Context: an optimization exercise on an open-source flow, tuned for small area. The choices shown serve that exercise and are no tape-out recipe.
The RTL was checked by simulation tests, not by an equivalence proof against the original design.
No activity file was given, so power comes from the tool's default toggle rates.

==> flow/design.v <==
module Sudoku_Solver
	#(parameter p_CLKs_PB = 16)  
	(input i_Clk,
	 input i_Rx_UART,
	 input i_Switch_1,
	 output logic o_Tx_UART);
	localparam [1:0] RX = 2'd0, SOLVE = 2'd1, TX = 2'd2;
	wire rst = i_Switch_1;
	logic [269:0] ring;
	wire [9:0] head = ring[269:260];
	logic [1:0] p_cb, p_ri, p_rb;        
	logic [1:0] t_ci, t_cb, t_ri, t_rb;  
	logic [1:0] ph;
	logic       pf;
	wire        pend = pf;
	wire        f = pf;
	logic [3:0] a, b, c;
	logic       bs;
	wire [3:0] data = a, idx = b, timer = c;
	wire       busy = bs;                 
	wire       s = bs;                    
	wire [8:0] mask = {c[0], b, a};       
	wire [1:0] r = c[2:1];
	function automatic [11:0] dpd_dec(input [9:0] c);
		logic p, q, r, s_, t, u, v, w, x, y;
		{p, q, r, s_, t, u, v, w, x, y} = c;
		if (!v)
			dpd_dec = {1'b0, p, q, r, 1'b0, s_, t, u, 1'b0, w, x, y};
		else case ({w, x})
			2'b00: dpd_dec = {1'b0, p, q, r, 1'b0, s_, t, u, 3'b100, y};
			2'b01: dpd_dec = {1'b0, p, q, r, 3'b100, u, 1'b0, s_, t, y};
			2'b10: dpd_dec = {3'b100, r, 1'b0, s_, t, u, 1'b0, p, q, y};
			default: case ({s_, t})
				2'b00: dpd_dec = {3'b100, r, 3'b100, u, 1'b0, p, q, y};
				2'b01: dpd_dec = {3'b100, r, 1'b0, p, q, u, 3'b100, y};
				2'b10: dpd_dec = {1'b0, p, q, r, 3'b100, u, 3'b100, y};
				default: dpd_dec = {3'b100, r, 3'b100, u, 3'b100, y};
			endcase
		endcase
	endfunction
	function automatic [9:0] dpd_enc(input [11:0] g);
		logic a, b, c, d, e, f_, g_, h, i, j, k, m;
		{a, b, c, d, e, f_, g_, h, i, j, k, m} = g;
		case ({a, e, i})
			3'b000: dpd_enc = {b, c, d, f_, g_, h, 1'b0, j, k, m};
			3'b001: dpd_enc = {b, c, d, f_, g_, h, 3'b100, m};
			3'b010: dpd_enc = {b, c, d, j, k, h, 3'b101, m};
			3'b011: dpd_enc = {b, c, d, 2'b10, h, 3'b111, m};
			3'b100: dpd_enc = {j, k, d, f_, g_, h, 3'b110, m};
			3'b101: dpd_enc = {f_, g_, d, 2'b01, h, 3'b111, m};
			3'b110: dpd_enc = {j, k, d, 2'b00, h, 3'b111, m};
			default: dpd_enc = {2'b00, d, 2'b11, h, 3'b111, m};
		endcase
	endfunction
	wire [11:0] dg = dpd_dec(head);
	wire [3:0] d0 = dg[11:8], d1 = dg[7:4], d2 = dg[3:0];
	wire z0 = d0 == 4'd0, z1 = d1 == 4'd0, z2 = d2 == 4'd0;
	wire tick = &timer;
	wire endf = tick & idx == 4'd12;
	wire last = p_rb[1] & p_ri[1] & p_cb[1];
	wire e_rb = p_rb == t_rb;
	wire e_ri = p_ri == t_ri;
	wire e_cb = p_cb == t_cb;
	wire row  = e_rb & e_ri;
	wire at_t = row & e_cb;
	wire [1:0] rsel = ph == TX ? t_ci : s ? r : 2'd2;
	logic [3:0] dr;
	always_comb
		case (rsel)
			2'd0:    dr = d0;
			2'd1:    dr = d1;
			default: dr = d2;
		endcase
	logic zj;
	always_comb
		case (t_ci)
			2'd0:    zj = z0;
			2'd1:    zj = z1;
			2'd2:    zj = z2;
			default: zj = 1'b0;
		endcase
	function automatic [8:0] onehot(input [3:0] d);
		for (int n = 0; n < 9; n++)
			onehot[n] = d == 4'(n + 1);
	endfunction
	wire peer = !s | row | (e_rb & e_cb) | (e_cb & r == t_ci);
	wire [8:0] seen = peer ? onehot(dr) : 9'd0;
	wire [8:0] zm = ~mask;
	wire single = (zm & (zm - 9'd1)) == 9'd0;
	wire [3:0] digit = {zm[7] | zm[8],
			    zm[3] | zm[4] | zm[5] | zm[6],
			    zm[1] | zm[2] | zm[5] | zm[6],
			    zm[0] | zm[2] | zm[4] | zm[6] | zm[8]};
	wire special = z0 | z1 | z2;
	wire tx_go    = ph == TX & !busy & at_t;
	wire rx_start = ph == RX & !busy & tick & !i_Rx_UART;
	wire rx_wr    = ph == RX & pend & at_t;
	wire done_t   = at_t & r[1];
	wire s_next   = ph == SOLVE & (s ? !done_t : zj);
	logic       wr;
	logic [1:0] wsel;
	logic [3:0] wval;
	always_comb begin
		wsel = t_ci;
		if (ph == RX) begin
			wr = rx_wr;
			wval = data;
		end else begin
			wr = ph == SOLVE & s & done_t & single;
			wval = digit;
		end
	end
	wire [3:0] n0 = wr && wsel == 2'd0 ? wval : d0;
	wire [3:0] n1 = wr && wsel == 2'd1 ? wval : d1;
	wire [3:0] n2 = wr && wsel == 2'd2 ? wval : d2;
	always_ff @(posedge i_Clk)
		ring <= {ring[259:0], dpd_enc({n0, n1, n2})};
	always_ff @(posedge i_Clk) begin
		p_cb <= p_cb[1] ? 2'd0 : p_cb + 2'd1;
		if (p_cb[1]) begin
			p_ri <= p_ri[1] ? 2'd0 : p_ri + 2'd1;
			if (p_ri[1])
				p_rb <= p_rb[1] ? 2'd0 : p_rb + 2'd1;
		end
		if (ph == RX) begin
			if (tick && busy && idx == 4'd7)
				pf <= 1'b1;
			else if (rx_wr)
				pf <= 1'b0;
		end else
			pf <= last | (f & !special);
		case (ph)
			RX, TX: begin
				if (rx_wr || tx_go) begin
					t_ci <= t_ci[1] ? 2'd0 : t_ci + 2'd1;
					if (t_ci[1]) begin
						t_cb <= t_cb[1] ? 2'd0 : t_cb + 2'd1;
						if (t_cb[1]) begin
							t_ri <= t_ri[1] ? 2'd0 : t_ri + 2'd1;
							if (t_ri[1])
								t_rb <= t_rb + 2'd1;
						end
					end
				end
				if (t_rb == 2'd3 && !busy && ph == RX)
					ph <= SOLVE;
			end
			SOLVE: begin
				if (!s)
					{t_rb, t_ri, t_cb} <= {p_rb, p_ri, p_cb};
				if (last && !s_next)
					t_ci <= t_ci[1] ? 2'd0 : t_ci + 2'd1;
				if (last && f && !special && !busy) begin
					ph <= TX;
					{t_rb, t_ri, t_cb, t_ci} <= 8'd0;
				end
			end
			default: ;
		endcase
		if (ph == SOLVE) begin
			bs <= s_next;
			{c[0], b, a} <= (s ? mask : 9'd0) | seen;
			if (!s_next)
				c[2:1] <= 2'd2;
			else if (!s)
				c[2:1] <= 2'd0;
			else if (at_t)
				c[2:1] <= r + 2'd1;
		end else begin
			c <= tx_go ? 4'd0 : timer + 4'd1;
			bs <= rx_start | tx_go | (busy & !endf);
			b <= (rx_start | tx_go ? 4'd3 : idx) + {3'd0, tick & !tx_go};
			if (tx_go)
				a <= dr;
			else if (tick && busy && idx[3:2] == 2'b01)
				a <= {i_Rx_UART, data[3:1]};
		end
		if (rst) begin
			{p_rb, p_ri, p_cb} <= 6'd0;
			{t_rb, t_ri, t_cb, t_ci} <= 8'd0;
			ph <= RX;
			bs <= 1'b0;
			pf <= 1'b0;
			c <= 4'd0;
		end
	end
	always_comb
		if (!(ph == TX && busy))
			o_Tx_UART = 1'b1;
		else if (idx[3:2] == 2'b01)
			o_Tx_UART = data[0];
		else
			o_Tx_UART = idx[3] ? !idx[1] : !idx[0];
endmodule
==> flow/flow/run.sh <==
#!/bin/bash
# The standard layout (standard.sh), with three changes:
#  - synthesis: flow/my_synth.tcl, the standard flow's synthesis script with abc's mapping script
#    replaced by flow/abc_area.script;
#  - port buffers: sky130_fd_sc_hd__buf_1 (one per input and output port, as before);
#  - clock tree synthesis: the arguments in flow/cts_args.txt (no dummy loads).
# make/ORFS output goes to standard.log; ORFS's per-step logs are under orfs/logs.
set -euo pipefail
W="$(pwd)"
CTS="$(cat flow/cts_args.txt)"
bash standard.sh "SYNTH_SCRIPT=$W/flow/my_synth.tcl" "FLOW_ABC_SCRIPT=$W/flow/abc_area.script" \
  "BUFFER_PORTS_ARGS=-buffer_cell sky130_fd_sc_hd__buf_1" \
  "CTS_ARGS=$CTS" finish > standard.log 2>&1
==> flow/flow/abc_area.script <==
strash
&get -n
&deepsyn -T 20
&dch -f
&nf -R 1000
&put
strash
&get -n
&dch -f
&nf -R 1000
&put
topo
==> flow/flow/cts_args.txt <==
-sink_clustering_enable -repair_clock_nets -dont_use_dummy_load -sink_clustering_size 12 -sink_clustering_max_diameter 40 -buf_list sky130_fd_sc_hd__clkbuf_4
==> flow/flow/my_synth.tcl <==
# The standard synthesis (synth_recipe.tcl) with two changes to the combinational
# mapping only: abc's script is flow/abc_area.script (area-oriented &deepsyn/&nf
# mapping), and adders are left to abc instead of ORFS's half/full adder cells.
# Registers are mapped by ORFS's dfflibmap exactly as in the standard synthesis.
proc synth {args} { yosys synth -nofsm -noshare {*}$args }
proc abc {args} {
  set i [lsearch -exact $args -script]
  if { $i >= 0 } { lset args [expr { $i + 1 }] $::env(FLOW_ABC_SCRIPT) }
  yosys abc {*}$args
}
unset -nocomplain ::env(ADDER_MAP_FILE)
source $::env(SCRIPTS_DIR)/synth.tcl
# left out here: clear keep_hierarchy, flatten, clean up, hide names made inside functions, write 1_2_yosys.v
==> flow/standard.sh <==
#!/bin/bash
# synth_recipe.tcl (not shown) runs the flow's synth.tcl, then flattens the netlist and writes it again
# the make line also repeats each setting of config.mk as NAME=value (left out here)
make -C /OpenROAD-flow-scripts/flow DESIGN_CONFIG=/design/flow/config.mk WORK_HOME=/design/flow/orfs CLKGATE_MAP_FILE= SYNTH_SCRIPT=/design/flow/synth_recipe.tcl "${@:-finish}"
==> flow/config.mk <==
export PLATFORM = sky130hd
export DESIGN_NAME = Sudoku_Solver
export DESIGN_NICKNAME = Sudoku_Solver
export VERILOG_FILES = /design/flow/design.v
export SDC_FILE = /design/flow/constraint.sdc
export NUM_CORES = 4
export LEC_CHECK = 0
export ABC_AREA = 1
export CAP_MARGIN = 40
export CORE_MARGIN = 2
export CORE_UTILIZATION = 30
export PLACE_DENSITY = 0.5
export SLEW_MARGIN = 20
==> flow/constraint.sdc <==
create_clock -name core_clock -period 10.0 [get_ports {i_Clk}]
set_input_delay 2.0000 -clock core_clock [delete_from_list [all_inputs] [get_ports {i_Clk}]]
set_output_delay 2.0000 -clock core_clock [all_outputs]
set_load 0.01 [all_outputs]
==> parameters.txt, run 1 <==
Parameter                              Value

Setup path
  Critical path, cell by cell    nand2b_1 > or3_1 > buf_1
  Crit path max-delay family    simple AND/OR/NAND/NOR gates
  Worst path buffer plus inverter count    1
  Maximum fanout count along the critical path    17
  Launch instance of the worst register-to-register path    p_rb[1]
  Largest stage delay on the critical path    0.53 ns
  Capturing element type of the critical path    primary output
  Startpoint types    flop
  Arrival time at the worst endpoint    between 1.5 and 2 ns
  CP startpoint    ph[0]
  Data required time of the critical path    8.00 ns
  Startpoint-to-endpoint class of the critical path    reg2out
  Cell with the largest stage delay on the worst path    dfxtp_1

Timing
  Final hold violations    0
  Tightest slew margin relative to the limit    0.4988
  Min Clock Period, post-route    3.927 ns
  RSZ-0062 raised after global routing    false
  Total Neg Setup Slack    0 ns
  Post-route fraction of the period consumed by the critical path    0.3927
  Final slew viol count    0
  Slew at the pin with the worst max-slew slack    0.7501 ns
  Final clock skew    0.06239 ns
  Final-report setup violation count    0
  Top achievable clock speed    ~0.25 GHz

Synthesis
  Most instantiated library cell after synthesis    dfxtp_1
  Count of yosys warnings during synthesis    1
  Synth top area cells    dfxtp_1 78%, nor2_1 2.8%, a21oi_1 1.8%
  Syn nets    roughly 570
  Yosys reg bits    300
  Leading area contributor after synthesis    dfxtp_1
  Total standard cell area after synthesis    approximately 7600 um2
  Instance count of the mapped netlist    between 500 and 600
  Share of the synthesized area in the top cell type    0.7844
  Most used standard cells in the synthesized netlist    296 x dfxtp_1, 57 x nor2_1, 36 x nand2_1, 27 x a21oi_1, 16 x o21ai_0
  Number of library cell types mapped by synthesis    between 40 and 50
  Number of flops mapped to enable cells by yosys    4
  Main flop type after synthesis    dfxtp_1
  Share of synthesized area occupied by flip-flops and latches    0.8003
  Share of flip-flops with an asynchronous set or reset after synthesis    0
  Per-instance average area after synthesis    13.23 um2

Run status
  Status  timing/DRC/antenna clean

CTS
  Clock edge transition at the registers on the reported setup and hold paths    0.12 ns
  Total setup buffers inserted after CTS    0
  Hold buffers post-CTS    0
  Clock latency on the worst-skew pair    just over 0.6 ns
  CTS tree    built
  Clock Tree Root    clkbuf_4
  Number of clock sinks    300
  Post-CTS resize count    0
  Clock Tree Buf Depth    3
  Max H-tree Level    2
  Cts bufs inserted    35

Route
  Routed wire length per instance    between 10 and 15 um
  Number of nets with antenna violations after detailed routing    0
  Via count of the routed design    between 4k and 5k
  First DRT Iteration DRCs    225
  Post-detailed-route via-to-cell ratio    4.406
  Number of iterations in the first detailed-routing pass    5
  Final routed wirelength across all metal layers    between 10000 and 15000 um
  DRC violations left    0

Global routing
  Residual overflow from global routing    0
  Global-route wire length before repair    20500 um
  Global-route total usage across every layer    0.09617
  Largest net degree at the start of global routing    18
  Via count of the first global-routing pass    roughly 4.2k
  Number of antenna violations at the first check in global routing    1

Final layout
  Fill cells    ~2.5k
  Synthesis-to-finish area growth    9.126%
  Non-filler cells in the finished layout    940
  Area occupied by multi-input gates    approximately 1500 um2
  Total number of nets in the final design    614
  Sequential cell area    a little over 6000 um2
  Fraction of layout instances using a drive strength above 1    0.05747
  Core Util, Final    0.3302

Floorplan
  Number of core rows    58
  Standard cell core area    about 25000 um2
  Height of the chip    between 150 and 200 um
  Initial core utilization    0.3026
  Horizontal extent of the die    162.7 um
  Count of boundary I/O pins    4
  Die area    about 26000 um2

Placed design
  Global placement routability congestion    around 0.83
  Number of buffers inserted by port buffering    3
  Dpl hpwl    between 7000 and 8000 um
  DP Cell Count    about 900

Worst hold path
  Tightest Hold Check Type    reg2reg
  Hold wc startpoint    ring[223]

Power and ir drop
  VDD IR-drop max    between 80 and 90 uV
  Leakage    roughly 3.2 nW
  Power after layout    between 1.5 and 2 mW
  Power density over the cells    ~210 nW/um2

Flow run
  Maximum capacitance violations    0
[logic make-up after synthesis]
family,count (synthesis),synth area share
flip-flops,300,0.8003
AND/OR/NAND/NOR,148,0.08894
AO/OA/AOI/OAI,93,0.08215
buffers and inverters,12,0.005962
XOR/XNOR,10,0.01159
multiplexers,8,0.01110
[flip-flops by register name, indices dropped and copies added (netlist names)]
register	flops
ring	270
a	4
b	4
c	4
p_cb	2
p_rb	2
p_ri	2
ph	2
t_cb	2
t_ci	2
t_rb	2
t_ri	2
bs	1
pf	1
[layer usage]
layer,vias to the layer above,GRT usage,routed length (um)
li1,2019,-,-
met1,1978,0.1308,5853
met2,112,0.1364,5064
met3,33,0.02903,667
met4,0,0.05229,330
met5,-,0,0
[layout by cell type, fill, tap and decap left out, drive strengths merged, types with 5 or more instances in the layout]
master	instances
nand2b	6
mux2i	5
clkinv	12
a21oi	27
xor2	6
nor2	57
clkbuf	35
o21ai	16
nor3	12
nand3	10
nor2b	6
nand2	36
dfxtp	296
[path summary, 6_finish.rpt]
path | slack, ns | depth (start not counted) | endpoint
setup / recovery | 6.07 | 3 | o_Tx_UART
hold / removal | 0.29 | 0 | ring[233]
setup reg to reg | 6.47 | 11 | ring[9]
hold reg to reg | 0.29 | 0 | ring[233]
[stage by stage]
stage | instance area [um2] | worst slack [ns] | hold WS [ns]
4_1_cts | 8242 | 5.965 | 0.2789
5_1_grt | 8244 | 5.912 | 0.2816
3_5_place_dp | 7979 | 6.446 | 0.3121
6_report | 8244 | 6.073 | 0.2927
3_3_place_gp | 7979 | 6.516 | 0.3100
2_1_floorplan | 7555 | 6.943 | 0.3096
[where the power goes]
group          switching, mW  internal, mW  total, mW
registers             0.0202          1.21       1.23
logic                 0.0200        0.0178     0.0378
clock network          0.331         0.163      0.494
[area by class of cell]
cell class,instances,share of cell area
antenna,1,0.0003035
tap,330,0.05008
sequential,300,0.7333
clock buffer,35,0.03187
multi-input combinational,259,0.1776
timing repair buffer,3,0.001366
inverter,12,0.005464
==> run 2, diff against run 1 <==
--- a/flow/flow/run.sh
+++ b/flow/flow/run.sh
@@ -4,3 +4,3 @@
 #    replaced by flow/abc_area.script;
-#  - port buffers: sky130_fd_sc_hd__buf_1 (one per input and output port, as before);
+#  - port buffers: sky130_fd_sc_hd__buf_2 (one per input and output port, as before);
 #  - clock tree synthesis: the arguments in flow/cts_args.txt (no dummy loads).
@@ -11,3 +11,3 @@
 bash standard.sh "SYNTH_SCRIPT=$W/flow/my_synth.tcl" "FLOW_ABC_SCRIPT=$W/flow/abc_area.script" \
-  "BUFFER_PORTS_ARGS=-buffer_cell sky130_fd_sc_hd__buf_1" \
+  "BUFFER_PORTS_ARGS=-buffer_cell sky130_fd_sc_hd__buf_2" \
   "CTS_ARGS=$CTS" finish > standard.log 2>&1
==> run 2 against run 1 <==
Against the previous run: still clean on timing, DRC and antenna; flip-flop and latch count is the same; critical path depth is the same; final area is essentially flat; largest cell class unchanged.
==> parameters.txt, run 2 <==
Parameter                              Value

Timing
  Top achievable clock speed    0.2555 GHz (+0.34%)
  Tightest slew margin relative to the limit    0.4917 (-0.007132)
  Slew at the pin with the worst max-slew slack    0.7566 ns (+0.006499 ns)
  Final clock skew    0.05445 ns (-0.007939 ns)
  Final-report setup violation count    0 (unchanged)
  Total Neg Setup Slack    0 ns (unchanged)
  RSZ-0062 raised after global routing    false
  Final slew viol count    0 (unchanged)
  Final hold violations    0 (unchanged)
  Post-route fraction of the period consumed by the critical path    0.3914 (-0.001314)
  WHS    0.3030 ns (+0.01029 ns)
  Min Clock Period, post-route    3.914 ns (-0.01314 ns)

CTS
  Cts bufs inserted    35 (unchanged)
  CTS tree    built
  Clock edge transition at the registers on the reported setup and hold paths    0.11 ns (about the same)
  Clock latency on the worst-skew pair    0.60 ns (-0.02 ns)
  Post-CTS resize count    0 (unchanged)
  Clock Tree Root    clkbuf_4
  Total setup buffers inserted after CTS    0 (unchanged)
  Hold buffers post-CTS    0 (unchanged)
  Clock Tree Buf Depth    3 (unchanged)
  Max H-tree Level    2 (unchanged)
  Number of clock sinks    300 (unchanged)

Synthesis
  Count of yosys warnings during synthesis    1 (unchanged)
  Leading area contributor after synthesis    dfxtp_1
  Portion of netlist area occupied by mux cells    0.01110 (unchanged)
  Most used standard cells in the synthesized netlist    296 x dfxtp_1, 57 x nor2_1, 36 x nand2_1, 27 x a21oi_1, 16 x o21ai_0
  Synth Area in Adders    0 (unchanged)
  Total standard cell area after synthesis    7555 um2 (unchanged)
  Share of synthesized area occupied by flip-flops and latches    0.8003 (unchanged)
  Synth Area in Compound Gates    0.08215 (unchanged)
  Synth top area cells    dfxtp_1 78%, nor2_1 2.8%, a21oi_1 1.8%
  Most instantiated library cell after synthesis    dfxtp_1
  Main flop type after synthesis    dfxtp_1
  Number of flops mapped to enable cells by yosys    4 (unchanged)
  Per-instance average area after synthesis    13.23 um2 (unchanged)
  Share of flip-flops with an asynchronous set or reset after synthesis    0 (unchanged)
  Instance count of the mapped netlist    571 (unchanged)
  Main combinational cell family by area after synthesis    simple AND/OR/NAND/NOR gates
  Number of library cell types mapped by synthesis    44 (unchanged)
  Share of the synthesized area in the top cell type    0.7844 (unchanged)
  Yosys reg bits    300 (unchanged)
  Fraction of the mapped netlist area in simple logic gates    0.08894 (unchanged)
  Area share of xor/xnor cells in the synthesized design    0.01159 (unchanged)
  Syn nets    574 (unchanged)

Setup path
  Startpoint-to-endpoint class of the critical path    reg2out
  Data required time of the critical path    8.00 ns (about the same)
  Startpoint types    flop
  Cell with the largest stage delay on the worst path    dfxtp_1
  Critical path, cell by cell    nand2b_1 > or3_1 > buf_2
  Largest stage delay on the critical path    0.51 ns (-0.02 ns)
  Crit path max-delay family    simple AND/OR/NAND/NOR gates
  Arrival time at the worst endpoint    1.91 ns (-0.02 ns)
  Worst path buffer plus inverter count    1 (unchanged)
  Capturing element type of the critical path    primary output
  Reg2Reg Setup Slack    6.51 ns (+0.04 ns)
  Maximum fanout count along the critical path    17 (unchanged)

Power and ir drop
  VDD IR-drop max    100.6 uV (+20%)
  Leakage    3.159 nW (+0.21%)
  Internal portion of total power    1.390 mW (about the same)
  P_sw    0.3684 mW (-0.85%)
  Power after layout    1.758 mW (-0.17%)
  Clock Power Share    0.279 (about the same)
  Power density over the cells    213.1 nW/um2 (-0.25%)
  Switching part of the total    0.2095 (-0.001424)
  Comb power frac    0.021 (about the same)
  Sequential fraction of design power    0.699 (about the same)

Run status
  Status  timing/DRC/antenna clean

Final layout
  Largest Register    ring
  Max FFs per register    270 (unchanged)
  Leading cell types in the layout, fill and taps excluded    296 x dfxtp_1, 57 x nor2_1, 36 x nand2_1
  Fraction of layout instances using a drive strength above 1    0.06240 (+0.004926)
  Synthesis-to-finish area growth    9.208% (about the same)
  Core Util, Final    0.3305 (about the same)
  Commonest non-fill, non-tap cell in the layout    dfxtp_1
  Final Instance Area    8250 um2 (about the same)
  Total number of nets in the final design    614 (unchanged)

Global routing
  Residual overflow from global routing    0 (unchanged)
  Largest net degree at the start of global routing    18 (unchanged)
  Number of antenna violations at the first check in global routing    1 (unchanged)
  Via count of the first global-routing pass    4176 (+0.22%)
  Global-route total usage across every layer    0.09728 (+0.001112)
  Global-route wire length before repair    20640 um (+0.67%)

Placed design
  Dpl hpwl    7602 um (+3.2%)
  Placed Area    7983 um2 (about the same)
  Global placement routability congestion    0.8035 (-3.5%)
  Number of buffers inserted by port buffering    3 (unchanged)

Floorplan
  Number of core rows    58 (unchanged)
  Height of the chip    162.7 um (unchanged)
  Standard cell core area    24960 um2 (unchanged)
  Horizontal extent of the die    162.7 um (unchanged)
  Die area    26470 um2 (unchanged)
  Initial core utilization    0.3026 (unchanged)
  Count of boundary I/O pins    4 (unchanged)

Flow run
  Maximum capacitance violations    0 (unchanged)

Route
  First DRT Iteration DRCs    293 (+30%)
  Post-detailed-route via-to-cell ratio    4.295 (-2.5%)
  Final routed wirelength across all metal layers    12110 um (+1.6%)
  DRC violations left    0 (unchanged)
  Number of nets with antenna violations after detailed routing    0 (unchanged)
  Via count of the routed design    4042 (-2.4%)
  Number of iterations in the first detailed-routing pass    5 (unchanged)
  Routed wire length per instance    12.87 um (+1.5%)

Worst hold path
  Tightest Hold Check Type    reg2reg
## run 2: changes by cell type in the layout (fill, tap and decap cells not counted), sizes merged
cell   delta
diode     +1
## run 2: metal layers
layer | vias to the layer above | global-route usage | share of wire
met3 | 28 | 0.02725 | 0.046
met2 | 74 | 0.1427 | 0.43
met4 | 0 | 0.04948 | 0.028
li1 | 2032 | - | -
met5 | - | 0 | 0
met1 | 1908 | 0.1310 | 0.50
## run 2: final cells by class
cell class | count | area [um2]
tap | 330 | 412.9
multi-input combinational | 259 | 1464
inverter | 12 | 45.04
antenna | 2 | 5.005
clock buffer | 35 | 262.8
timing repair buffer | 3 | 15.01
fill | 2491 | 16710
sequential | 300 | 6046
## run 2: through the flow
stage | cells | setup slack (ns)
3_3_place_gp | 904 | 6.569
4_1_cts | 939 | 5.981
3_5_place_dp | 904 | 6.452
2_1_floorplan | 571 | 6.943
5_1_grt | 941 | 5.919
6_report | 941 | 6.086
## run 2: kinds of logic (layout without fill, tap and decap cells)
logic type,count (synthesis),in the layout
muxes,8,8
buffers and inverters,12,50
xor gates and xnor gates,10,10
DFF,300,300
AOI/OAI and AO/OA,93,93
other,0,2
and+or+nand+nor,148,148
## run 2: path summary, 6_finish.rpt
path              from   endpoint  depth (start not counted)
max reg2reg    p_rb[1]    t_rb[1]                         14
min reg2reg  ring[204]  ring[214]                          0
min          ring[204]  ring[214]                          0
max              ph[0]  o_Tx_UART                          3
## run 2: worst register-to-register path: stages, from the launching register on
cell and delay, ns:
dfxtp_1 0.49, xor2_1 0.11, nor2_1 0.15, nand3_1 0.12, nor3_1 0.56, nand2_1 0.35
nand2_1 0.21, a21o_1 0.18, o21a_1 0.22, o21a_1 0.21, nor2_1 0.06, a211oi_1 0.34
o21ai_0 0.14, o311a_1 0.15, nor3_1 0.16
## run 2: power by group through the flow
stage	logic (mW)	clock network [mW]	registers, mW
global route	0.0431	0.577	1.23
detailed placement	0.0377	0	1.26
finish	0.0377	0.491	1.23
floorplan	0.0303	0	1.25
global placement	0.0380	0	1.26
CTS	0.0380	0.529	1.23
==> run 3, diff against run 2 <==
--- a/flow/flow/run.sh
+++ b/flow/flow/run.sh
@@ -4,3 +4,3 @@
 #    replaced by flow/abc_area.script;
-#  - port buffers: sky130_fd_sc_hd__buf_2 (one per input and output port, as before);
+#  - port buffers: sky130_fd_sc_hd__buf_1 (one per input and output port, as before);
 #  - clock tree synthesis: the arguments in flow/cts_args.txt (no dummy loads).
@@ -11,3 +11,3 @@
 bash standard.sh "SYNTH_SCRIPT=$W/flow/my_synth.tcl" "FLOW_ABC_SCRIPT=$W/flow/abc_area.script" \
-  "BUFFER_PORTS_ARGS=-buffer_cell sky130_fd_sc_hd__buf_2" \
+  "BUFFER_PORTS_ARGS=-buffer_cell sky130_fd_sc_hd__buf_1" \
   "CTS_ARGS=$CTS" finish > standard.log 2>&1
==> flow/flow/cts_args.txt (replaced) <==
-sink_clustering_enable -repair_clock_nets -dont_use_dummy_load -sink_clustering_size 12 -sink_clustering_max_diameter 50 -buf_list sky130_fd_sc_hd__clkbuf_4
==> run 3 against run 2 <==
Against the previous run: still clean; first-iteration DRC count shrank 7.5%; worst hold slack lost 0.0084 ns; setup slack lost 0.051 ns; clock power shrank 5.1%; wire length shrank 1.8%; flip-flop and latch count is the same; largest cell class unchanged; largest power group unchanged.
==> parameters.txt, run 3 <==
Parameter                              Value

Run status
  Status  timing/DRC/antenna clean

Setup path
  Data required time of the critical path    8.00 ns (about the same)
  Startpoint types    flop
  Capturing element type of the critical path    primary output
  Worst path buffer plus inverter count    1 (unchanged)
  Arrival time at the worst endpoint    1.96 ns (+0.05 ns)
  Maximum fanout count along the critical path    17 (unchanged)
  Critical path, cell by cell    nand2b_1 > or3_1 > buf_1
  Largest stage delay on the critical path    0.53 ns (+0.02 ns)
  Cell with the largest stage delay on the worst path    dfxtp_1
  Crit path max-delay family    simple AND/OR/NAND/NOR gates
  Startpoint-to-endpoint class of the critical path    reg2out

Timing
  Final hold violations    0 (unchanged)
  Final clock skew    0.06862 ns (+0.01417 ns)
  Total Neg Setup Slack    0 ns (unchanged)
  Post-route fraction of the period consumed by the critical path    0.3965 (+0.005059)
  Slew at the pin with the worst max-slew slack    0.7791 ns (+0.02247 ns)
  RSZ-0062 raised after global routing    false
  Final slew viol count    0 (unchanged)
  Tightest slew margin relative to the limit    0.4795 (-0.01222)
  Min Clock Period, post-route    3.965 ns (+0.05059 ns)
  Top achievable clock speed    0.2522 GHz (-1.3%)
  Final-report setup violation count    0 (unchanged)

Power and ir drop
  VDD IR-drop max    68.05 uV (-32%)
  Power density over the cells    211.1 nW/um2 (-0.94%)
  Comb power frac    0.022 (about the same)
  Internal portion of total power    1.370 mW (-1.5%)
  P_sw    0.3646 mW (-1.1%)
  Switching part of the total    0.2102 (+0.0006935)
  Leakage    3.134 nW (-0.79%)
  Sequential fraction of design power    0.709 (+0.010)
  Clock Power Share    0.269 (-0.010)

Global routing
  Global-route total usage across every layer    0.09410 (-0.003183)
  Global-route wire length before repair    20420 um (-1.1%)
  Residual overflow from global routing    0 (unchanged)
  Largest net degree at the start of global routing    18 (unchanged)
  Number of antenna violations at the first check in global routing    1 (unchanged)
  Via count of the first global-routing pass    4118 (-1.4%)

Floorplan
  Count of boundary I/O pins    4 (unchanged)
  Horizontal extent of the die    162.7 um (unchanged)
  Height of the chip    162.7 um (unchanged)
  Die area    26470 um2 (unchanged)
  Standard cell core area    24960 um2 (unchanged)
  Initial core utilization    0.3026 (unchanged)
  Number of core rows    58 (unchanged)

Final layout
  Max FFs per register    270 (unchanged)
  Total number of nets in the final design    610 (-0.65%)
  Leading cell types in the layout, fill and taps excluded    296 x dfxtp_1, 57 x nor2_1, 36 x nand2_1
  Fraction of layout instances using a drive strength above 1    0.05124 (-0.01116)
  Synthesis-to-finish area growth    8.728%
  Fill cells    2497 (+0.24%)
  Area occupied by multi-input gates    1464 um2 (unchanged)
  Largest Register    ring
  Non-filler cells in the finished layout    936 (-0.53%)
  Sequential cell area    6046 um2 (unchanged)
  Commonest non-fill, non-tap cell in the layout    dfxtp_1

Synthesis
  Syn nets    574 (unchanged)
  Most instantiated library cell after synthesis    dfxtp_1
  Number of flops mapped to enable cells by yosys    4 (unchanged)
  Share of flip-flops with an asynchronous set or reset after synthesis    0 (unchanged)
  Share of synthesized area occupied by flip-flops and latches    0.8003 (unchanged)
  Per-instance average area after synthesis    13.23 um2 (unchanged)
  Share of the synthesized area in the top cell type    0.7844 (unchanged)
  Main flop type after synthesis    dfxtp_1
  Instance count of the mapped netlist    571 (unchanged)
  Total standard cell area after synthesis    7555 um2 (unchanged)
  Count of yosys warnings during synthesis    1 (unchanged)
  Number of library cell types mapped by synthesis    44 (unchanged)
  Leading area contributor after synthesis    dfxtp_1
  Yosys reg bits    300 (unchanged)
  Synth top area cells    dfxtp_1 78%, nor2_1 2.8%, a21oi_1 1.8%
  Most used standard cells in the synthesized netlist    296 x dfxtp_1, 57 x nor2_1, 36 x nand2_1, 27 x a21oi_1, 16 x o21ai_0

Route
  Number of iterations in the first detailed-routing pass    5 (unchanged)
  Via count of the routed design    4111 (+1.7%)
  First DRT Iteration DRCs    271 (-7.5%)
  Number of nets with antenna violations after detailed routing    0 (unchanged)
  DRC violations left    0 (unchanged)
  Final routed wirelength across all metal layers    11890 um (-1.8%)
  Routed wire length per instance    12.71 um (-1.2%)
  Post-detailed-route via-to-cell ratio    4.392 (+2.3%)

CTS
  Clock Tree Root    clkbuf_4
  Clock latency on the worst-skew pair    0.66 ns (+0.06 ns)
  Clock edge transition at the registers on the reported setup and hold paths    0.11 ns (about the same)
  Total setup buffers inserted after CTS    0 (unchanged)
  Number of clock sinks    300 (unchanged)
  Clock Tree Buf Depth    3 (unchanged)
  Cts bufs inserted    31 (-11%)
  Max H-tree Level    1 (-1)
  CTS tree    built
  Hold buffers post-CTS    0 (unchanged)
  Post-CTS resize count    0 (unchanged)

Placed design
  Global placement routability congestion    0.8330 (+3.7%)
  DP Cell Count    904 (unchanged)
  Dpl hpwl    7366 um (-3.1%)
  Number of buffers inserted by port buffering    3 (unchanged)

Worst hold path
  Tightest Hold Check Type    reg2reg

Flow run
  Maximum capacitance violations    0 (unchanged)
run 3: cell types whose count changed in the layout (fill, tap and decap cells not counted):
cell,delta
clkbuf_4,-4
buf_2,-3
buf_1,+3
diode_2,-1
run 3: worst paths after layout:
check                           startpoint         to  slack (ns)  depth (start not counted)
worst max-delay path                 ph[0]  o_Tx_UART        6.04                          3
worst min-delay path             ring[104]  ring[114]        0.29                          0
worst max register to register     p_rb[1]    ring[9]        6.40                         10
worst min register to register   ring[104]  ring[114]        0.29                          0
run 3: logic make-up after synthesis:
group / share of synthesized area
buffers and inverters: 0.005962
AO/OA/AOI/OAI: 0.08215
multiplexers: 0.01110
flip-flops: 0.8003
AND/OR/NAND/NOR: 0.08894
XOR/XNOR: 0.01159
run 3: power by group through the flow:
stage	Combinational (mW)	Clock, mW	Sequential (mW)
final	0.0381	0.466	1.23
after global routing	0.0450	0.555	1.23
after CTS	0.0386	0.503	1.23
after detailed placement	0.0384	0	1.26
after global placement	0.0381	0	1.26
after floorplan	0.0303	0	1.25
run 3: per-layer routing:
| layer | part of all wire | global-route usage |
|---|---|---|
| met2 | 0.42 | 0.1366 |
| met3 | 0.053 | 0.02088 |
| met1 | 0.49 | 0.1322 |
| met4 | 0.034 | 0.04586 |
| met5 | 0 | 0 |
run 3: through the flow:
step	hold slack, ns	setup WS (ns)	area (um2)	total power [mW]	utilization
finish	0.2946	6.035	8214	1.734	0.3290
global route	0.2931	5.861	8214	1.833	0.3290
CTS	0.3004	5.924	8212	1.771	0.3289
detailed placement	0.3121	6.446	7979	1.295	0.3196
global placement	0.3100	6.516	7979	1.295	0.3196
floorplan	0.3096	6.943	7555	1.280	-
run 3: layout make-up:
class / instances / share of cell area
flip-flops and latches: 300 / 0.7360
multi-input cells: 259 / 0.1782
repair buffers: 3 / 0.001371
well taps: 330 / 0.05027
diodes: 1 / 0.0003046
clock buffers: 31 / 0.02833
inverters: 12 / 0.005484
run 3: worst register-to-register path: stages (launching register included):
cell and delay [ns]:
dfxtp_1 0.49, xor2_1 0.11, nor2_1 0.14, nand3_1 0.12, nor3_1 0.63, and3_1 0.29
a31oi_1 0.14, nor3b_1 0.67, mux2i_1 0.42, nor2_1 0.13, a221o_1 0.37
==> run 4, diff against run 3 <==
==> flow/flow/cts_args.txt (replaced) <==
-sink_clustering_enable -repair_clock_nets -dont_use_dummy_load -sink_clustering_size 12 -sink_clustering_max_diameter 45 -buf_list sky130_fd_sc_hd__clkbuf_4
--- a/flow/config.mk
+++ b/flow/config.mk
@@ -10,4 +10,4 @@
 export CORE_MARGIN = 2
-export CORE_UTILIZATION = 30
-export PLACE_DENSITY = 0.5
+export CORE_UTILIZATION = 45
+export PLACE_DENSITY = 0.6
 export SLEW_MARGIN = 20
==> run 4 against run 3 <==
Against the previous run: via count decreased by 0.80%; sequential power is essentially flat; critical path depth rose by 2; still clean on timing, DRC and antenna; die area shrank 33%; critical path type unchanged; global-route usage up 4.0 points; worst hold slack got worse by 0.041 ns; largest cell class unchanged; critical endpoint unchanged; synthesized cell count stayed put.
==> parameters.txt, run 4 <==
Parameter                              Value

Worst hold path
  Hold worst-path end    ring[144]
  Hold wc startpoint    ring[134]
  Hold path depth    0 (unchanged)
  Tightest Hold Check Type    reg2reg

Floorplan
  Initial core utilization    0.4572 (+0.1546)
  Standard cell core area    16520 um2 (-34%)
  Die area    17840 um2 (-33%)
  Count of boundary I/O pins    4 (unchanged)
  Height of the chip    133.6 um (-18%)
  Horizontal extent of the die    133.6 um (-18%)
  Number of core rows    47 (-19%)

Run status
  Status  timing/DRC/antenna clean

Power and ir drop
  Internal portion of total power    1.385 mW (+1.2%)
  Switching part of the total    0.2093 (-0.0009308)
  Leakage    3.148 nW (+0.44%)
  P_sw    0.3667 mW (+0.59%)
  Power after layout    1.752 mW (+1.0%)
  Power density over the cells    216.3 nW/um2 (+2.5%)
  Sequential fraction of design power    0.701 (-0.008)
  Clock Power Share    0.277 (+0.008)
  VDD IR-drop max    125.8 uV (+85%)
  Comb power frac    0.021 (about the same)

Synthesis
  Yosys reg bits    300 (unchanged)
  Most instantiated library cell after synthesis    dfxtp_1
  Leading area contributor after synthesis    dfxtp_1
  Share of flip-flops with an asynchronous set or reset after synthesis    0 (unchanged)
  Count of yosys warnings during synthesis    1 (unchanged)
  Share of the synthesized area in the top cell type    0.7844 (unchanged)
  Share of synthesized area occupied by flip-flops and latches    0.8003 (unchanged)
  Syn nets    574 (unchanged)
  Number of flops mapped to enable cells by yosys    4 (unchanged)
  Synth top area cells    dfxtp_1 78%, nor2_1 2.8%, a21oi_1 1.8%
  Instance count of the mapped netlist    571 (unchanged)
  Most used standard cells in the synthesized netlist    296 x dfxtp_1, 57 x nor2_1, 36 x nand2_1, 27 x a21oi_1, 16 x o21ai_0
  Total standard cell area after synthesis    7555 um2 (unchanged)
  Number of library cell types mapped by synthesis    44 (unchanged)
  Per-instance average area after synthesis    13.23 um2 (unchanged)
  Main flop type after synthesis    dfxtp_1

Timing
  RSZ-0062 raised after global routing    false
  WHS    0.2539 ns (-0.04073 ns)
  Top achievable clock speed    0.2584 GHz (+2.5%)
  Final hold violations    0 (unchanged)
  Min setup slack post-route    6.130 ns (+0.09506 ns)
  Final slew viol count    0 (unchanged)
  Slew at the pin with the worst max-slew slack    0.8100 ns (+0.03086 ns)
  Min Clock Period, post-route    3.870 ns (-0.09506 ns)
  Final clock skew    0.07236 ns (+0.003740 ns)
  Final-report setup violation count    0 (unchanged)
  Tightest slew margin relative to the limit    0.4559 (-0.02360)
  Post-route fraction of the period consumed by the critical path    0.3870 (-0.009506)
  Total Neg Setup Slack    0 ns (unchanged)

Final layout
  Commonest non-fill, non-tap cell in the layout    dfxtp_1
  Fill cells    1483 (-41%)
  Largest Register    ring
  Core Util, Final    0.4901 (+0.1611)
  Max FFs per register    270 (unchanged)
  Final Instance Area    8099 um2 (-1.4%)
  Non-filler cells in the finished layout    829 (-11%)
  Fraction of layout instances using a drive strength above 1    0.05592 (+0.004681)
  Leading cell types in the layout, fill and taps excluded    296 x dfxtp_1, 57 x nor2_1, 36 x nand2_1
  Synthesis-to-finish area growth    7.204%
  Total number of nets in the final design    613 (+0.49%)

Route
  Post-detailed-route via-to-cell ratio    4.919 (+12%)
  Final routed wirelength across all metal layers    11430 um (-3.9%)
  Number of iterations in the first detailed-routing pass    5 (unchanged)
  Length of routed wiring on met1    5780 um (-1.4%)
  First DRT Iteration DRCs    216 (-20%)
  Uppermost layer routed    met4
  DRC violations left    0 (unchanged)
  Routed wire length on met3    628 um (-0.95%)
  Total met2 wirelength after detailed routing    4786 um (-4.2%)
  Via count of the routed design    4078 (-0.80%)
  Number of nets with antenna violations after detailed routing    0 (unchanged)
  Routed wire length per instance    13.79 um (+8.5%)

CTS
  Clock Tree Buf Depth    3 (unchanged)
  Cts bufs inserted    34 (+9.7%)
  Clock edge transition at the registers on the reported setup and hold paths    0.11 ns (about the same)
  Hold buffers post-CTS    0 (unchanged)
  CTS tree    built
  Max H-tree Level    2 (+1)
  Number of clock sinks    300 (unchanged)
  Clock latency on the worst-skew pair    0.61 ns (-0.05 ns)
  Total setup buffers inserted after CTS    0 (unchanged)
  Clock Tree Root    clkbuf_4
  Post-CTS resize count    0 (unchanged)

Setup path
  Data required time of the critical path    8.00 ns (about the same)
  Reg2Reg Setup Slack    6.54 ns (+0.14 ns)
  Startpoint-to-endpoint class of the critical path    reg2out
  Startpoint types    flop
  Capturing point of the worst reg2reg path    t_rb[1]
  Arrival time at the worst endpoint    1.87 ns (-0.09 ns)
  Maximum fanout count along the critical path    10 (-7)
  Capturing element type of the critical path    primary output
  Launch instance of the worst register-to-register path    p_rb[1]
  Worst-case reg-to-reg path depth    14 (+4)

Global routing
  Global-route wire length before repair    19190 um (-6.0%)
  Via count of the first global-routing pass    3915 (-4.9%)
  Largest net degree at the start of global routing    18 (unchanged)
  Number of antenna violations at the first check in global routing    1 (unchanged)
  Residual overflow from global routing    0 (unchanged)
  Global-route total usage across every layer    0.1341 (+0.03995)

Flow run
  Maximum capacitance violations    0 (unchanged)

Placed design
  Worst setup slack after placement    6.444 ns (-0.002120 ns)
  Number of buffers inserted by port buffering    3 (unchanged)
  Placed Area    7841 um2 (-1.7%)
  Global placement routability congestion    0.8234 (-1.2%)
  DP Cell Count    794 (-12%)
  Dpl hpwl    7083 um (-3.8%)
[run 4: cell count changes in the layout (fill, tap and decap cells not counted), sizes merged]
cell / change
clkbuf: +3
[run 4: how the worst max path moves through the flow]
stage,cells past startpoint,from,to,slack [ns]
detailed placement,6,i_Switch_1,t_rb[1],6.44
global placement,6,i_Switch_1,t_rb[1],6.54
global route,5,b[0],o_Tx_UART,5.99
floorplan,6,i_Rx_UART,b[1],6.94
finish,5,b[0],o_Tx_UART,6.13
CTS,5,b[0],o_Tx_UART,6.06
[run 4: power groups by stage]
stage               registers, mW  clock network (mW)  logic [mW]
floorplan                    1.25                   0      0.0303
global placement             1.26                   0      0.0362
detailed placement           1.26                   0      0.0367
CTS                          1.23               0.517      0.0371
global route                 1.23               0.565      0.0414
finish                       1.23               0.486      0.0372
[run 4: critical path: stages (launching register included)]
cell     delay [ns]
dfxtp_1        0.54
nor2_1         0.09
a21oi_1        0.13
o21ai_0        0.09
or3_1          0.32
buf_1          0.13
[run 4: layer usage]
layer | global-route usage | vias up
li1 | - | 2016
met1 | 0.1908 | 1936
met2 | 0.1890 | 104
met3 | 0.03919 | 22
met4 | 0.06028 | 0
met5 | 0 | -
[run 4: area by class of cell]
type | count | area, um2 | share of cell area
antenna | 1 | 2.502 | 0.0003090
clock buffer | 34 | 255.2 | 0.03152
inverter | 12 | 45.04 | 0.005562
multi-input combinational | 259 | 1464 | 0.1808
sequential | 300 | 6046 | 0.7465
tap | 220 | 275.3 | 0.03399
timing repair buffer | 3 | 11.26 | 0.001390
[run 4: cell families after synthesis]
family,share of synthesized area
DFF,0.8003
and+or+nand+nor,0.08894
AOI/OAI and AO/OA,0.08215
buffers and inverters,0.005962
xor gates and xnor gates,0.01159
muxes,0.01110
==> run 5, diff against run 4 <==
--- a/flow/config.mk
+++ b/flow/config.mk
@@ -10,4 +10,4 @@
 export CORE_MARGIN = 2
-export CORE_UTILIZATION = 45
-export PLACE_DENSITY = 0.6
+export CORE_UTILIZATION = 20
+export PLACE_DENSITY = 0.4
 export SLEW_MARGIN = 20
==> run 5 against run 4 <==
Against the previous run: core utilization is 26 points lower; still clean; area after synthesis is the same; wire length grew 3.4%; maximum frequency shrank 2.4%; flip-flop and latch count unchanged; register-to-register slack got worse by 0.02 ns; count of clock-buffer cells in the layout unchanged; clock power grew 2%; critical path depth decreased by 2; non-clock buffer count increased by 2; total power up 0.53%.
==> parameters.txt, run 5 <==
Parameter                              Value

Run status
  Status  timing/DRC/antenna clean

Timing
  Slew at the pin with the worst max-slew slack    0.6889 ns (-0.1211 ns)
  Final slew viol count    0 (unchanged)
  Final hold violations    0 (unchanged)
  RSZ-0062 raised after global routing    false
  Top achievable clock speed    0.2521 GHz (-2.4%)
  Tightest slew margin relative to the limit    0.5372 (+0.08133)
  Total Neg Setup Slack    0 ns (unchanged)
  Min Clock Period, post-route    3.966 ns (+0.09651 ns)
  Final clock skew    0.07388 ns (+0.001522 ns)
  Post-route fraction of the period consumed by the critical path    0.3966 (+0.009651)
  Final-report setup violation count    0 (unchanged)

Worst hold path
  Hold wc startpoint    ring[29]
  Tightest Hold Check Type    reg2reg

Synthesis
  Instance count of the mapped netlist    571 (unchanged)
  Synth Area in Adders    0 (unchanged)
  Number of flops mapped to enable cells by yosys    4 (unchanged)
  Share of the synthesized area in the top cell type    0.7844 (unchanged)
  Main combinational cell family by area after synthesis    simple AND/OR/NAND/NOR gates
  Synth Area in Compound Gates    0.08215 (unchanged)
  Synth top area cells    dfxtp_1 78%, nor2_1 2.8%, a21oi_1 1.8%
  Fraction of the mapped netlist area in simple logic gates    0.08894 (unchanged)
  Share of flip-flops with an asynchronous set or reset after synthesis    0 (unchanged)
  Number of library cell types mapped by synthesis    44 (unchanged)
  Area share of xor/xnor cells in the synthesized design    0.01159 (unchanged)
  Total standard cell area after synthesis    7555 um2 (unchanged)
  Most used standard cells in the synthesized netlist    296 x dfxtp_1, 57 x nor2_1, 36 x nand2_1, 27 x a21oi_1, 16 x o21ai_0
  Yosys reg bits    300 (unchanged)
  Share of synthesized area occupied by flip-flops and latches    0.8003 (unchanged)
  Main flop type after synthesis    dfxtp_1
  Per-instance average area after synthesis    13.23 um2 (unchanged)
  Syn nets    574 (unchanged)
  Portion of netlist area occupied by mux cells    0.01110 (unchanged)
  Leading area contributor after synthesis    dfxtp_1
  Most instantiated library cell after synthesis    dfxtp_1
  Count of yosys warnings during synthesis    1 (unchanged)

Power and ir drop
  Power after layout    1.761 mW (+0.53%)
  VDD IR-drop max    100.9 uV (-20%)
  Leakage    3.159 nW (+0.36%)
  Power density over the cells    207.8 nW/um2 (-3.9%)

CTS
  Hold buffers post-CTS    0 (unchanged)
  Number of clock sinks    300 (unchanged)
  Clock edge transition at the registers on the reported setup and hold paths    0.12 ns (about the same)
  Max H-tree Level    2 (unchanged)
  Clock Tree Root    clkbuf_4
  Clock Tree Buf Depth    3 (unchanged)
  Cts bufs inserted    34 (unchanged)
  Post-CTS resize count    0 (unchanged)
  CTS tree    built
  Clock latency on the worst-skew pair    0.65 ns (+0.04 ns)
  Total setup buffers inserted after CTS    0 (unchanged)

Global routing
  Global-route total usage across every layer    0.06413 (-0.06992)
  Via count of the first global-routing pass    3869 (-1.2%)
  Residual overflow from global routing    0 (unchanged)
  Global-route wire length before repair    19800 um (+3.2%)
  Largest net degree at the start of global routing    18 (unchanged)
  Number of antenna violations at the first check in global routing    1 (unchanged)

Route
  Routed wire length per instance    10.53 um (-24%)
  Number of nets with antenna violations after detailed routing    0 (unchanged)
  First DRT Iteration DRCs    173 (-20%)
  Number of iterations in the first detailed-routing pass    4 (-1)
  Final routed wirelength across all metal layers    11820 um (+3.4%)
  Post-detailed-route via-to-cell ratio    3.575 (-27%)
  Via count of the routed design    4015 (-1.5%)
  DRC violations left    0 (unchanged)

Setup path
  Arrival time at the worst endpoint    1.97 ns (+0.10 ns)
  Data required time of the critical path    8.00 ns (about the same)
  Launch instance of the worst register-to-register path    p_rb[1]
  CP startpoint    ph[0]
  Startpoint-to-endpoint class of the critical path    reg2out
  Capturing element type of the critical path    primary output
  Reg2Reg Setup Slack    6.52 ns (-0.02 ns)
  Maximum fanout count along the critical path    17 (+7)
  Startpoint types    flop

Placed design
  Number of buffers inserted by port buffering    3 (unchanged)
  Dpl hpwl    7265 um (+2.6%)
  Global placement routability congestion    0.8008 (-2.7%)

Flow run
  Maximum capacitance violations    0 (unchanged)

Floorplan
  Die area    39340 um2 (+120%)
  Standard cell core area    37400 um2 (+130%)
  Height of the chip    198.4 um (+49%)
  Count of boundary I/O pins    4 (unchanged)
  Number of core rows    71 (+51%)
  Initial core utilization    0.2020 (-0.2552)
  Horizontal extent of the die    198.4 um (+49%)

Final layout
  Largest Register    ring
  Fraction of layout instances using a drive strength above 1    0.05902 (+0.003095)
  Max FFs per register    270 (unchanged)
  Total number of nets in the final design    615 (+0.33%)
  Leading cell types in the layout, fill and taps excluded    296 x dfxtp_1, 57 x nor2_1, 36 x nand2_1
  Synthesis-to-finish area growth    12.19%
  Commonest non-fill, non-tap cell in the layout    dfxtp_1
==> run 5: changes by cell type in the layout (fill, tap and decap cells not counted) <==
cell	change
buf_2	+2
diode_2	+1
==> run 5: cell families after synthesis <==
| group | Yosys count |
|---|---|
| AOI/OAI and AO/OA | 93 |
| xor gates and xnor gates | 10 |
| buffers and inverters | 12 |
| DFF | 300 |
| muxes | 8 |
| and+or+nand+nor | 148 |
==> run 5: critical path, cell delays in order (launching register included) <==
cell	delay (ns)
dfxtp_1	0.52
nand2b_1	0.26
or3_1	0.40
buf_1	0.14
==> run 5: worst paths after layout <==
| kind | to | depth (start not counted) |
|---|---|---|
| hold reg to reg | ring[39] | 0 |
| setup / recovery | o_Tx_UART | 3 |
| hold / removal | ring[39] | 0 |
| setup reg to reg | t_rb[1] | 14 |
==> run 5: metrics by stage <==
stage | cell area (um2) | util | hold slack (ns) | setup slack [ns] | instances
3_5_place_dp | 8205 | 0.2194 | 0.3121 | 6.474 | 1085
2_1_floorplan | 7555 | - | 0.3096 | 6.943 | 571
5_1_grt | 8473 | 0.2266 | 0.2343 | 5.886 | 1122
4_1_cts | 8461 | 0.2262 | 0.2454 | 5.935 | 1119
6_report | 8476 | 0.2266 | 0.2476 | 6.034 | 1123
3_3_place_gp | 8205 | 0.2194 | 0.3095 | 6.485 | 1085
==> run 5: area by class of cell <==
| class | count | area (um2) |
|---|---|---|
| antenna | 2 | 5.005 |
| clock buffer | 34 | 255.2 |
| fill | 3997 | 28920 |
| inverter | 12 | 45.04 |
| multi-input combinational | 259 | 1464 |
| sequential | 300 | 6046 |
| tap | 511 | 639.4 |
| timing repair buffer | 5 | 21.27 |
==> run 5: per-layer routing <==
metal  up-vias  GRT usage  wire length [um]
li1       2035          -                 -
met1      1887    0.08893              6184
met2        62    0.08590              4616
met3        31    0.02248               613
met4         0    0.03425               407
met5         -          0                 0
==> run 5: power by group <==
part	internal (mW)	switching [mW]	total, mW
Combinational	0.0178	0.0191	0.0369
Sequential	1.21	0.0187	1.23
Clock	0.158	0.338	0.496
==> run 6, diff against run 5 <==
--- a/flow/config.mk
+++ b/flow/config.mk
@@ -10,4 +10,4 @@
 export CORE_MARGIN = 2
-export CORE_UTILIZATION = 20
-export PLACE_DENSITY = 0.4
+export CORE_UTILIZATION = 30
+export PLACE_DENSITY = 0.5
 export SLEW_MARGIN = 20
==> run 6 against run 5 <==
Against the previous run: wire length increased by 0.87%; clock skew fell by 0.036 ns; largest power group unchanged; still clean; sequential power hardly changed; largest cell class unchanged; worst hold slack gained 0.048 ns; core utilization up 10 points; via count grew 2.8%; critical path type unchanged; non-clock buffer count is 2 lower.
==> parameters.txt, run 6 <==
Parameter                              Value

Run status
  Status  timing/DRC/antenna clean

Placed design
  Number of buffers inserted by port buffering    3 (unchanged)
  Global placement routability congestion    0.8330 (+4.0%)
  Dpl hpwl    7366 um (+1.4%)
  Placed Area    7979 um2 (-2.8%)
  DP Cell Count    904 (-17%)

Synthesis
  Most instantiated library cell after synthesis    dfxtp_1
  Most used standard cells in the synthesized netlist    296 x dfxtp_1, 57 x nor2_1, 36 x nand2_1, 27 x a21oi_1, 16 x o21ai_0
  Synth top area cells    dfxtp_1 78%, nor2_1 2.8%, a21oi_1 1.8%
  Share of the synthesized area in the top cell type    0.7844 (unchanged)
  Instance count of the mapped netlist    571 (unchanged)
  Main flop type after synthesis    dfxtp_1
  Leading area contributor after synthesis    dfxtp_1
  Share of synthesized area occupied by flip-flops and latches    0.8003 (unchanged)
  Number of flops mapped to enable cells by yosys    4 (unchanged)
  Syn nets    574 (unchanged)
  Count of yosys warnings during synthesis    1 (unchanged)
  Number of library cell types mapped by synthesis    44 (unchanged)
  Per-instance average area after synthesis    13.23 um2 (unchanged)
  Yosys reg bits    300 (unchanged)
  Total standard cell area after synthesis    7555 um2 (unchanged)
  Share of flip-flops with an asynchronous set or reset after synthesis    0 (unchanged)

CTS
  Clock edge transition at the registers on the reported setup and hold paths    0.11 ns (about the same)
  Hold buffers post-CTS    0 (unchanged)
  Total setup buffers inserted after CTS    0 (unchanged)
  Post-CTS resize count    0 (unchanged)
  Number of clock sinks    300 (unchanged)
  Clock Tree Root    clkbuf_4
  Max H-tree Level    1 (-1)
  Clock latency on the worst-skew pair    0.66 ns (about the same)
  Cts bufs inserted    31 (-8.8%)
  Clock Tree Buf Depth    3 (unchanged)
  CTS tree    built

Timing
  Final hold violations    0 (unchanged)
  RSZ-0062 raised after global routing    false
  Top achievable clock speed    0.2506 GHz (-0.62%)
  Final slew viol count    0 (unchanged)
  Final-report setup violation count    0 (unchanged)
  Min Clock Period, post-route    3.991 ns (+0.02467 ns)
  Total Neg Setup Slack    0 ns (unchanged)
  Slew at the pin with the worst max-slew slack    0.7382 ns (+0.04928 ns)
  Post-route fraction of the period consumed by the critical path    0.3991 (+0.002467)
  Tightest slew margin relative to the limit    0.5041 (-0.03311)
  Final clock skew    0.03822 ns (-0.03566 ns)

Setup path
  Startpoint-to-endpoint class of the critical path    reg2out
  Capturing element type of the critical path    primary output
  Startpoint types    flop
  Maximum fanout count along the critical path    17 (unchanged)
  Data required time of the critical path    8.00 ns (about the same)
  Arrival time at the worst endpoint    1.99 ns (+0.02 ns)
  CP startpoint    ph[0]
  Launch instance of the worst register-to-register path    p_rb[1]

Route
  Final routed wirelength across all metal layers    11920 um (+0.87%)
  First DRT Iteration DRCs    255 (+47%)
  Via count of the routed design    4126 (+2.8%)
  Post-detailed-route via-to-cell ratio    4.408 (+23%)
  DRC violations left    0 (unchanged)
  Routed wire length per instance    12.74 um (+21%)
  Number of iterations in the first detailed-routing pass    5 (+1)
  Number of nets with antenna violations after detailed routing    0 (unchanged)

Final layout
  Commonest non-fill, non-tap cell in the layout    dfxtp_1
  Total number of nets in the final design    610 (-0.81%)
  Synthesis-to-finish area growth    8.728%
  Fraction of layout instances using a drive strength above 1    0.05124 (-0.007777)
  Largest Register    ring
  Non-filler cells in the finished layout    936 (-17%)
  Max FFs per register    270 (unchanged)
  Final Instance Area    8214 um2 (-3.1%)
  Leading cell types in the layout, fill and taps excluded    296 x dfxtp_1, 57 x nor2_1, 36 x nand2_1

Global routing
  Via count of the first global-routing pass    4125 (+6.6%)
  Global-route total usage across every layer    0.09410 (+0.02997)
  Global-route wire length before repair    20420 um (+3.1%)
  Largest net degree at the start of global routing    18 (unchanged)
  Residual overflow from global routing    0 (unchanged)
  Number of antenna violations at the first check in global routing    2 (+1)

Power and ir drop
  Leakage    3.134 nW (-0.79%)
  Power density over the cells    211.4 nW/um2 (+1.7%)
  VDD IR-drop max    70.49 uV (-30%)

Floorplan
  Standard cell core area    24960 um2 (-33%)
  Number of core rows    58 (-18%)
  Horizontal extent of the die    162.7 um (-18%)
  Height of the chip    162.7 um (-18%)
  Initial core utilization    0.3026 (+0.1006)
  Die area    26470 um2 (-33%)
  Count of boundary I/O pins    4 (unchanged)

Flow run
  Maximum capacitance violations    0 (unchanged)

Worst hold path
  Hold wc startpoint    ring[144]
  Tightest Hold Check Type    reg2reg
-- run 6: cell count changes in the layout (fill, tap and decap cells not counted), sizes merged --
cell,delta
diode,-1
buf,-2
clkbuf,-3
-- run 6: layout make-up --
cell class,count,area (um2)
clock buffer,31,232.7
antenna,1,2.502
fill,2496,16750
tap,330,412.9
timing repair buffer,3,11.26
multi-input combinational,259,1464
sequential,300,6046
inverter,12,45.04
-- run 6: cells by family (layout without fill, tap and decap cells) --
kind of cell	after synthesis	after routing	share of synthesized area
DFF	300	300	0.8003
other	0	1	0
AOI/OAI and AO/OA	93	93	0.08215
xor gates and xnor gates	10	10	0.01159
and+or+nand+nor	148	148	0.08894
muxes	8	8	0.01110
buffers and inverters	12	46	0.005962
-- run 6: worst max-delay path, cell delays in order, from the launching register on --
cell and delay, ns:
dfxtp_1 0.52, nand2b_1 0.28, or3_1 0.39, buf_1 0.14
-- run 6: through the flow --
| step | util | hold slack, ns | power (mW) | setup slack, ns |
|---|---|---|---|---|
| after detailed placement | 0.3196 | 0.3121 | 1.295 | 6.446 |
| final | 0.3290 | 0.2954 | 1.737 | 6.009 |
| after CTS | 0.3289 | 0.2945 | 1.773 | 5.913 |
| after global routing | 0.3290 | 0.2940 | 1.833 | 5.850 |
| after global placement | 0.3196 | 0.3100 | 1.295 | 6.516 |
| after floorplan | - | 0.3096 | 1.280 | 6.943 |
-- run 6: power breakdown --
group | internal [mW] | switching, mW
Sequential | 1.21 | 0.0203
Clock | 0.142 | 0.327
Combinational | 0.0178 | 0.0201
-- run 6: worst paths after layout --
check	to	slack, ns	cells past startpoint
setup reg to reg	ring[9]	6.42	11
hold / removal	ring[154]	0.30	0
hold reg to reg	ring[154]	0.30	0
setup / recovery	o_Tx_UART	6.01	3
-- run 6: metal layers --
layer	track usage	wire length, um	up-vias
met5	0	13	-
met4	0.04666	445	2
met3	0.02165	658	43
met2	0.1356	4952	116
met1	0.1322	5854	1952
li1	-	-	2013
==> run 7, diff against run 6 <==
--- a/flow/flow/abc_area.script
+++ b/flow/flow/abc_area.script
@@ -8,2 +8,3 @@
 &get -n
+&deepsyn -T 10
 &dch -f
--- a/flow/flow/my_synth.tcl
+++ b/flow/flow/my_synth.tcl
@@ -1,3 +1,3 @@
 # The standard synthesis (synth_recipe.tcl) with two changes to the combinational
-# mapping only: abc's script is flow/abc_area.script (area-oriented &deepsyn/&nf
+# mapping only: abc's script is flow/abc_area.script (area-oriented &deepsyn/&nf, two rounds
 # mapping), and adders are left to abc instead of ORFS's half/full adder cells.
==> run 7 against run 6 <==
Against the previous run: synthesized cell count shrank 1.6%; setup slack lost 0.0090 ns; still clean; register-to-register slack gained 0.28 ns; non-clock buffer count grew 3.
==> parameters.txt, run 7 <==
Parameter                              Value

Synthesis
  Share of flip-flops with an asynchronous set or reset after synthesis    0 (unchanged)
  Number of library cell types mapped by synthesis    44 (unchanged)
  Per-instance average area after synthesis    13.44 um2 (+1.6%)
  Portion of netlist area occupied by mux cells    0.02103 (+0.009937)
  Leading area contributor after synthesis    dfxtp_1
  Yosys reg bits    300 (unchanged)
  Number of flops mapped to enable cells by yosys    4 (unchanged)
  Count of yosys warnings during synthesis    1 (unchanged)
  Instance count of the mapped netlist    562 (-1.6%)
  Share of the synthesized area in the top cell type    0.7844 (unchanged)
  Fraction of the mapped netlist area in simple logic gates    0.08844 (-0.0004969)
  Synth Area in Adders    0 (unchanged)
  Share of synthesized area occupied by flip-flops and latches    0.8003 (unchanged)
  Most instantiated library cell after synthesis    dfxtp_1
  Area share of xor/xnor cells in the synthesized design    0.01275 (+0.001159)
  Synth top area cells    dfxtp_1 78%, nand2_1 2.1%, nor2_1 2.1%
  Main flop type after synthesis    dfxtp_1
  Total standard cell area after synthesis    7555 um2 (unchanged)
  Main combinational cell family by area after synthesis    simple AND/OR/NAND/NOR gates
  Syn nets    565 (-1.6%)
  Synth Area in Compound Gates    0.07204 (-0.01010)
  Most used standard cells in the synthesized netlist    296 x dfxtp_1, 42 x nand2_1, 42 x nor2_1, 23 x o21ai_0, 19 x a21oi_1

Timing
  Min Clock Period, post-route    4.000 ns (+0.008990 ns)
  Total Neg Setup Slack    0 ns (unchanged)
  RSZ-0062 raised after global routing    false
  Final-report setup violation count    0 (unchanged)
  Tightest slew margin relative to the limit    0.5424 (+0.03834)
  Final slew viol count    0 (unchanged)
  Final hold violations    0 (unchanged)
  Top achievable clock speed    0.2500 GHz (-0.23%)
  Final clock skew    0.08125 ns (+0.04302 ns)
  Slew at the pin with the worst max-slew slack    0.6792 ns (-0.05901 ns)
  Post-route fraction of the period consumed by the critical path    0.4000 (+0.0008990)

CTS
  CTS tree    built
  Clock latency on the worst-skew pair    0.61 ns (-0.05 ns)
  Number of clock sinks    300 (unchanged)
  Cts bufs inserted    34 (+9.7%)
  Clock Tree Buf Depth    3 (unchanged)
  Max H-tree Level    2 (+1)
  Clock Tree Root    clkbuf_4
  Total setup buffers inserted after CTS    0 (unchanged)
  Clock edge transition at the registers on the reported setup and hold paths    0.11 ns (about the same)
  Hold buffers post-CTS    0 (unchanged)
  Post-CTS resize count    0 (unchanged)

Setup path
  Startpoint-to-endpoint class of the critical path    reg2out
  Maximum fanout count along the critical path    8 (-9)
  Startpoint types    flop
  Arrival time at the worst endpoint    2.00 ns (about the same)
  Capturing element type of the critical path    primary output
  Critical path, cell by cell    clkinv_1 > or4b_1 > buf_1
  Data required time of the critical path    8.00 ns (about the same)
  Cell with the largest stage delay on the worst path    or4b_1
  Largest stage delay on the critical path    0.58 ns (+0.06 ns)

Floorplan
  Height of the chip    162.7 um (unchanged)
  Horizontal extent of the die    162.7 um (unchanged)
  Die area    26470 um2 (unchanged)
  Standard cell core area    24960 um2 (unchanged)
  Initial core utilization    0.3026 (unchanged)
  Number of core rows    58 (unchanged)
  Count of boundary I/O pins    4 (unchanged)

Final layout
  Non-filler cells in the finished layout    934 (-0.21%)
  Leading cell types in the layout, fill and taps excluded    296 x dfxtp_1, 42 x nand2_1, 42 x nor2_1
  Largest Register    ring
  Fraction of layout instances using a drive strength above 1    0.06146 (+0.01022)
  Total number of nets in the final design    607 (-0.49%)
  Commonest non-fill, non-tap cell in the layout    dfxtp_1
  Synthesis-to-finish area growth    9.341%
  Max FFs per register    270 (unchanged)

Placed design
  Global placement routability congestion    0.8491 (+1.9%)
  Dpl hpwl    7668 um (+4.1%)
  DP Cell Count    896 (-0.88%)
  Number of buffers inserted by port buffering    3 (unchanged)

Global routing
  Residual overflow from global routing    0 (unchanged)
  Via count of the first global-routing pass    3959 (-4.0%)
  Global-route wire length before repair    20210 um (-1.0%)
  Global-route total usage across every layer    0.09594 (+0.001838)
  Largest net degree at the start of global routing    19 (+1)
  Number of antenna violations at the first check in global routing    1 (-1)

Power and ir drop
  Power density over the cells    209.5 nW/um2 (-0.94%)
  Sequential fraction of design power    0.703 (-0.005)
  Switching part of the total    0.2070 (-0.004560)
  Leakage    3.149 nW (+0.49%)
  Comb power frac    0.012 (-0.010)
  Power after layout    1.730 mW (-0.38%)
  Internal portion of total power    1.372 mW (+0.20%)
  Clock Power Share    0.285 (+0.015)
  VDD IR-drop max    96.77 uV (+37%)
  P_sw    0.3582 mW (-2.5%)

Route
  First DRT Iteration DRCs    235 (-7.8%)
  Post-detailed-route via-to-cell ratio    4.310 (-2.2%)
  Number of nets with antenna violations after detailed routing    0 (unchanged)
  Final routed wirelength across all metal layers    12110 um (+1.6%)
  Via count of the routed design    4026 (-2.4%)
  Number of iterations in the first detailed-routing pass    5 (unchanged)
  DRC violations left    0 (unchanged)
  Routed wire length per instance    12.97 um (+1.8%)

Flow run
  Maximum capacitance violations    0 (unchanged)

Run status
  Status  timing/DRC/antenna clean

Worst hold path
  Tightest Hold Check Type    reg2reg
-- run 7: cell types whose count changed after synthesis, sizes merged, moves of 5 or more --
cell | previous run | this run
a21oi | 27 | 19
nand2 | 36 | 42
nor2 | 57 | 42
nor3 | 12 | 7
o21ai | 16 | 23
xnor2 | 4 | 9
-- run 7: worst max-delay path, delay by kind of cell (launching register included) --
kind                   cells  cell delay [ns]
buffers and inverters      2             0.39
DFF                        1             0.46
and+or+nand+nor            1             0.58
-- run 7: layout make-up --
cell class | instances | area, um2
sequential | 300 | 6046
multi-input combinational | 251 | 1468
timing repair buffer | 6 | 32.53
tap | 330 | 412.9
clock buffer | 34 | 255.2
inverter | 11 | 41.29
fill | 2469 | 16700
antenna | 2 | 5.005
-- run 7: power groups by stage --
stage          clock, mW  combinational, mW  sequential, mW
2_1_floorplan          0             0.0152            1.24
3_3_place_gp           0             0.0199            1.24
3_5_place_dp           0             0.0202            1.24
4_1_cts            0.526             0.0202            1.22
5_1_grt            0.580             0.0235            1.22
6_report           0.494             0.0206            1.22
-- run 7: metrics by stage --
stage	setup slack, ns	utilization	area [um2]	hold slack, ns
global route	5.904	0.3309	8260	0.2681
global placement	6.503	0.3196	7979	0.3105
detailed placement	6.393	0.3198	7984	0.3121
floorplan	6.861	-	7555	0.3096
CTS	5.971	0.3300	8239	0.2705
finish	6.000	0.3309	8260	0.2732
-- run 7: layer usage --
layer	track usage	part of all wire	vias to the layer above
met5	0	0	-
li1	-	-	2008
met4	0.04867	0.032	0
met2	0.1387	0.42	95
met1	0.1302	0.49	1884
met3	0.02801	0.058	39
-- run 7: path summary, 6_finish.rpt --
kind	startpoint	endpoint	slack, ns	cells past startpoint
min reg2reg	ring[119]	ring[129]	0.27	0
max	bs	o_Tx_UART	6.00	3
max reg2reg	ring[265]	t_rb[1]	6.70	12
min	ring[119]	ring[129]	0.27	0
-- run 7: logic make-up (layout without fill, tap and decap cells) --
kind of cell | Yosys count | after routing
buffers and inverters | 11 | 51
other | 0 | 2
xor gates and xnor gates | 11 | 11
muxes | 15 | 15
AOI/OAI and AO/OA | 85 | 85
DFF | 300 | 300
and+or+nand+nor | 140 | 140

[static timing again, ports no longer ideal]
Ports are ideal in the flow. The routed layouts listed here were re-timed in OpenROAD.
Step 1: set_driving_cell puts a clkbuf_16 on i_Clk and a buf_2 on each other input, an assumption about the parent block.
Step 2 also shifts input and output timing later by t, the mid clock arrival at the registers, as if the neighbouring blocks saw the same clock.
a / b / c = no drivers / after step 1 / after step 2; a / b = the first two.
run | t (ns) | setup WS [ns]
run 1 | 0.625 | 6.073 / 6.034 / 6.467
run 2 | 0.610 | 6.086 / 6.045 / 6.506
run 3 | 0.660 | 6.035 / 5.994 / 6.405
run 4 | 0.611 | 6.130 / 6.097 / 6.437
run 5 | 0.635 | 6.034 / 5.989 / 6.477
run 6 | 0.686 | 6.009 / 5.968 / 6.424
run 7 | 0.608 | 6.000 / 5.961 / 6.569
After both steps every run listed still meets setup and hold.
